From an optimization exercise on the open Yosys and OpenROAD flow, aimed at small area, a short achievable clock period and few clock cycles; shortcuts taken in it are not production practice.
In this exercise RTL edits were held to simulation tests only and were not proved equivalent to the original.
No activity file was given, so power comes from the tool's default toggle rates.

Setup of run A:
Design chip8_cpu, start of the top module:
module chip8_cpu (
    input wire clk,
    input wire reset,
    input wire [7:0] mem_data_in,
    input wire [15:0] key_pressed,
    output wire mem_read,
    output reg [11:0] mem_addr_out,
    output reg [7:0] mem_data_out,
    output reg mem_write
);
clock: 12.0 ns
lec_check: 0
cap_margin: 20
core_margin: 2
core_utilization: 60
cts_buf_list: sky130_fd_sc_hd__clkbuf_16
cts_cluster_diameter: 60
cts_cluster_size: 30
slew_margin: 20
standard.sh (not shown) runs the stock make flow with config.mk's settings and CLKGATE_MAP_FILE= SYNTH_SCRIPT=/design/flow/synth_recipe.tcl, a recipe that flattens the netlist after the stock synthesis.
==> flow/flow/run.sh <==
#!/bin/bash
# Standard ORFS layout (the standard.sh: unchanged synthesis and steps), with
# - the port buffers that buffer_ports adds made buf_4 instead of its default
#   (a slow delay buffer), so input and output paths start from a fast buffer.
set -euo pipefail
export SETUP_SLACK_MARGIN=8
export BUFFER_PORTS_ARGS="-buffer_cell sky130_fd_sc_hd__buf_4"
bash standard.sh > standard_make.log 2>&1
Testbench counts of run A, summed over its fixed seeds: cycles 204,165.
What run B does differently from run A at the input level:
# run A
export LEC_CHECK = 0
export CAP_MARGIN = 20
export CORE_MARGIN = 2
export CORE_UTILIZATION = 60
export CTS_BUF_LIST = sky130_fd_sc_hd__clkbuf_16
export CTS_CLUSTER_DIAMETER = 60
export CTS_CLUSTER_SIZE = 30
export SLEW_MARGIN = 20
create_clock -name core_clock -period 12.0 [get_ports {clk}]
# run B
export LEC_CHECK = 0
export CAP_MARGIN = 20
export CORE_MARGIN = 2
export CORE_UTILIZATION = 55
export CTS_BUF_LIST = sky130_fd_sc_hd__clkbuf_8
export CTS_CLUSTER_DIAMETER = 50
export CTS_CLUSTER_SIZE = 16
export SLEW_MARGIN = 20
create_clock -name core_clock -period 12.0 [get_ports {clk}]
==> run summary <==
Tapcell count (run B over run A): increase, 60
The higher number of antenna cells inserted came out of run B.
Lower relative contribution of combinational cells to total power goes to run A over run B.
Cmp run B vs run A: global-route usage lower in run B
Compared run B against run A; total power within noise.
Run B against run A; first-pass GRT wire length is up by a few percent.
Run B ended up with a222oi_1 as its cell at the slowest stage of the critical path; run A ended up with nor2_4.
Core utilization: run B lower than run A
Modified inputs, run C compared to run B
# run B
export LEC_CHECK = 0
export CAP_MARGIN = 20
export CORE_MARGIN = 2
export CORE_UTILIZATION = 55
export CTS_BUF_LIST = sky130_fd_sc_hd__clkbuf_8
export CTS_CLUSTER_DIAMETER = 50
export CTS_CLUSTER_SIZE = 16
export SLEW_MARGIN = 20
create_clock -name core_clock -period 12.0 [get_ports {clk}]
# run C
export LEC_CHECK = 0
export CAP_MARGIN = 20
export CORE_MARGIN = 2
export CORE_UTILIZATION = 70
export CTS_BUF_LIST = sky130_fd_sc_hd__clkbuf_8
export CTS_CLUSTER_DIAMETER = 50
export CTS_CLUSTER_SIZE = 16
export SLEW_MARGIN = 20
create_clock -name core_clock -period 12.0 [get_ports {clk}]
Notes after the runs:
Run C: die area is 21% lower than what run B reported.
Compared with run B, run C shows a effective utilization at floorplan that is 16 points higher.
A cell at the slowest stage of the critical path of nor2_2 is what run C shows, while a222oi_1 belongs to run B.
Fraction of layout cells with a size suffix above 1 down 1.9 points in run C wrt run B
Going from run B to run C, synthesis-to-layout area growth went down by 3.0 points; critical path depth moved down.
Wire: run C routes less than run B
What run D does differently from run C at the input level:
# run C
export LEC_CHECK = 0
export CAP_MARGIN = 20
export CORE_MARGIN = 2
export CORE_UTILIZATION = 70
export CTS_BUF_LIST = sky130_fd_sc_hd__clkbuf_8
export CTS_CLUSTER_DIAMETER = 50
export CTS_CLUSTER_SIZE = 16
export SLEW_MARGIN = 20
create_clock -name core_clock -period 12.0 [get_ports {clk}]
# run D
export LEC_CHECK = 0
export CAP_MARGIN = 5
export CORE_MARGIN = 2
export CORE_UTILIZATION = 60
export CTS_BUF_LIST = sky130_fd_sc_hd__clkbuf_8
export CTS_CLUSTER_DIAMETER = 50
export CTS_CLUSTER_SIZE = 16
export SLEW_MARGIN = 5
create_clock -name core_clock -period 12.0 [get_ports {clk}]
### Flow results
- Run D reached the final stage; the timing, DRC and antenna checks on its layout passed.
- As of run D, post-route total power had fallen slightly compared to run C.
- Share of the cycle needed by the critical path after routing: run D > run C
- Against run C, run D reports a sequential share of cell area that is lower.
Input changes introduced in run E (baseline for comparison: run D):
# run D
export LEC_CHECK = 0
export CAP_MARGIN = 5
export CORE_MARGIN = 2
export CORE_UTILIZATION = 60
export CTS_BUF_LIST = sky130_fd_sc_hd__clkbuf_8
export CTS_CLUSTER_DIAMETER = 50
export CTS_CLUSTER_SIZE = 16
export SLEW_MARGIN = 5
create_clock -name core_clock -period 12.0 [get_ports {clk}]
# run E
export LEC_CHECK = 0
export CAP_MARGIN = 20
export CORE_MARGIN = 2
export CORE_UTILIZATION = 60
export CTS_BUF_LIST = sky130_fd_sc_hd__clkbuf_8
export CTS_CLUSTER_DIAMETER = 50
export CTS_CLUSTER_SIZE = 16
export SLEW_MARGIN = 20
create_clock -name core_clock -period 12.0 [get_ports {clk}]
-- flow/flow/run.sh --
<<< run D, line 5
set -euo pipefail
export SETUP_SLACK_MARGIN=8
export BUFFER_PORTS_ARGS="-buffer_cell sky130_fd_sc_hd__buf_4"
>>> run E, line 5
set -euo pipefail
export SETUP_SLACK_MARGIN=8.7
export BUFFER_PORTS_ARGS="-buffer_cell sky130_fd_sc_hd__buf_4"
==> comparison <==
- Run E finished end to end and its layout was clean on timing, DRC and antenna.
- Compared with run D, run E shows a higher count of non-filler cells in the finished layout.
- Wire length of run E exceeds that of run D by more than 10%.
- The maximum clock rate of run E exceeds that of run D by 4.2 MHz.
- Measured against each other, run D and run E differ in all-layer global routing usage, the lower figure coming from run D.
- The multi-input gate count of run E and that of run D are within noise of each other.
Input changes introduced in run F (baseline for comparison: run E):
-- flow/flow/run.sh --
<<< run E, line 5
set -euo pipefail
export SETUP_SLACK_MARGIN=8.7
export BUFFER_PORTS_ARGS="-buffer_cell sky130_fd_sc_hd__buf_4"
>>> run F, line 5
set -euo pipefail
export SETUP_SLACK_MARGIN=7.5
export BUFFER_PORTS_ARGS="-buffer_cell sky130_fd_sc_hd__buf_4"
==> run summary <==
- Against run E, switching power of the nets in run F came out better.
- Weighted congestion at the end of routability-driven global placement, run F vs run E: down by a few percent
- Data required time of the critical path (run F over run E): decrease, 0.04 ns
- Comparing run F and run E, the lower clock period minus worst slack was measured on run E.
- On number of nets at the end of the flow, the lower figure sits with run F, not run E.
- Comparing run F and run E, the higher final worst slack is on run E.
- Detailed route, run F vs run E: via total lower for run F

[separate check: timing with driven ports]
The flow's constraints put no driver on any port. The routed layouts listed below were extracted and timed again, unchanged, in two steps. Step 1, drivers: a clkbuf_16 drives clk and a buf_2 each remaining input, both assumed. Step 2 adds t to the input delays and takes it off the output delays; t is the mean of the earliest and latest rising clock arrival at the registers after step 1. Input paths then give back, and output paths get back, about the clock's delay inside the block. Three values: no drivers, after step 1, after step 2; two values: the first two.
run	shift t [ns]	setup slack, ns	clock arrival spread, ns	slew at the worst register clock pin (ns)	pins driven straight from the clock port
run A	0.623	7.984 / 7.982 / 7.358	0.029 / 0.029	0.10 / 0.10	1
run B	0.710	7.971 / 7.971 / 7.300	0.067 / 0.067	0.10 / 0.10	1
run C	0.743	7.889 / 7.889 / 7.254	0.054 / 0.054	0.11 / 0.11	1
run D	0.708	7.792 / 7.792 / 7.233	0.033 / 0.032	0.11 / 0.11	1
run E	0.727	7.866 / 7.866 / 7.245	0.042 / 0.042	0.12 / 0.12	1
run F	0.710	7.553 / 7.541 / 6.831	0.037 / 0.038	0.10 / 0.10	1
After both steps every run listed still meets setup and hold. For run F, which loses most, drivers alone change the setup slack by -0.012 ns; drivers and shift together by -0.722 ns.
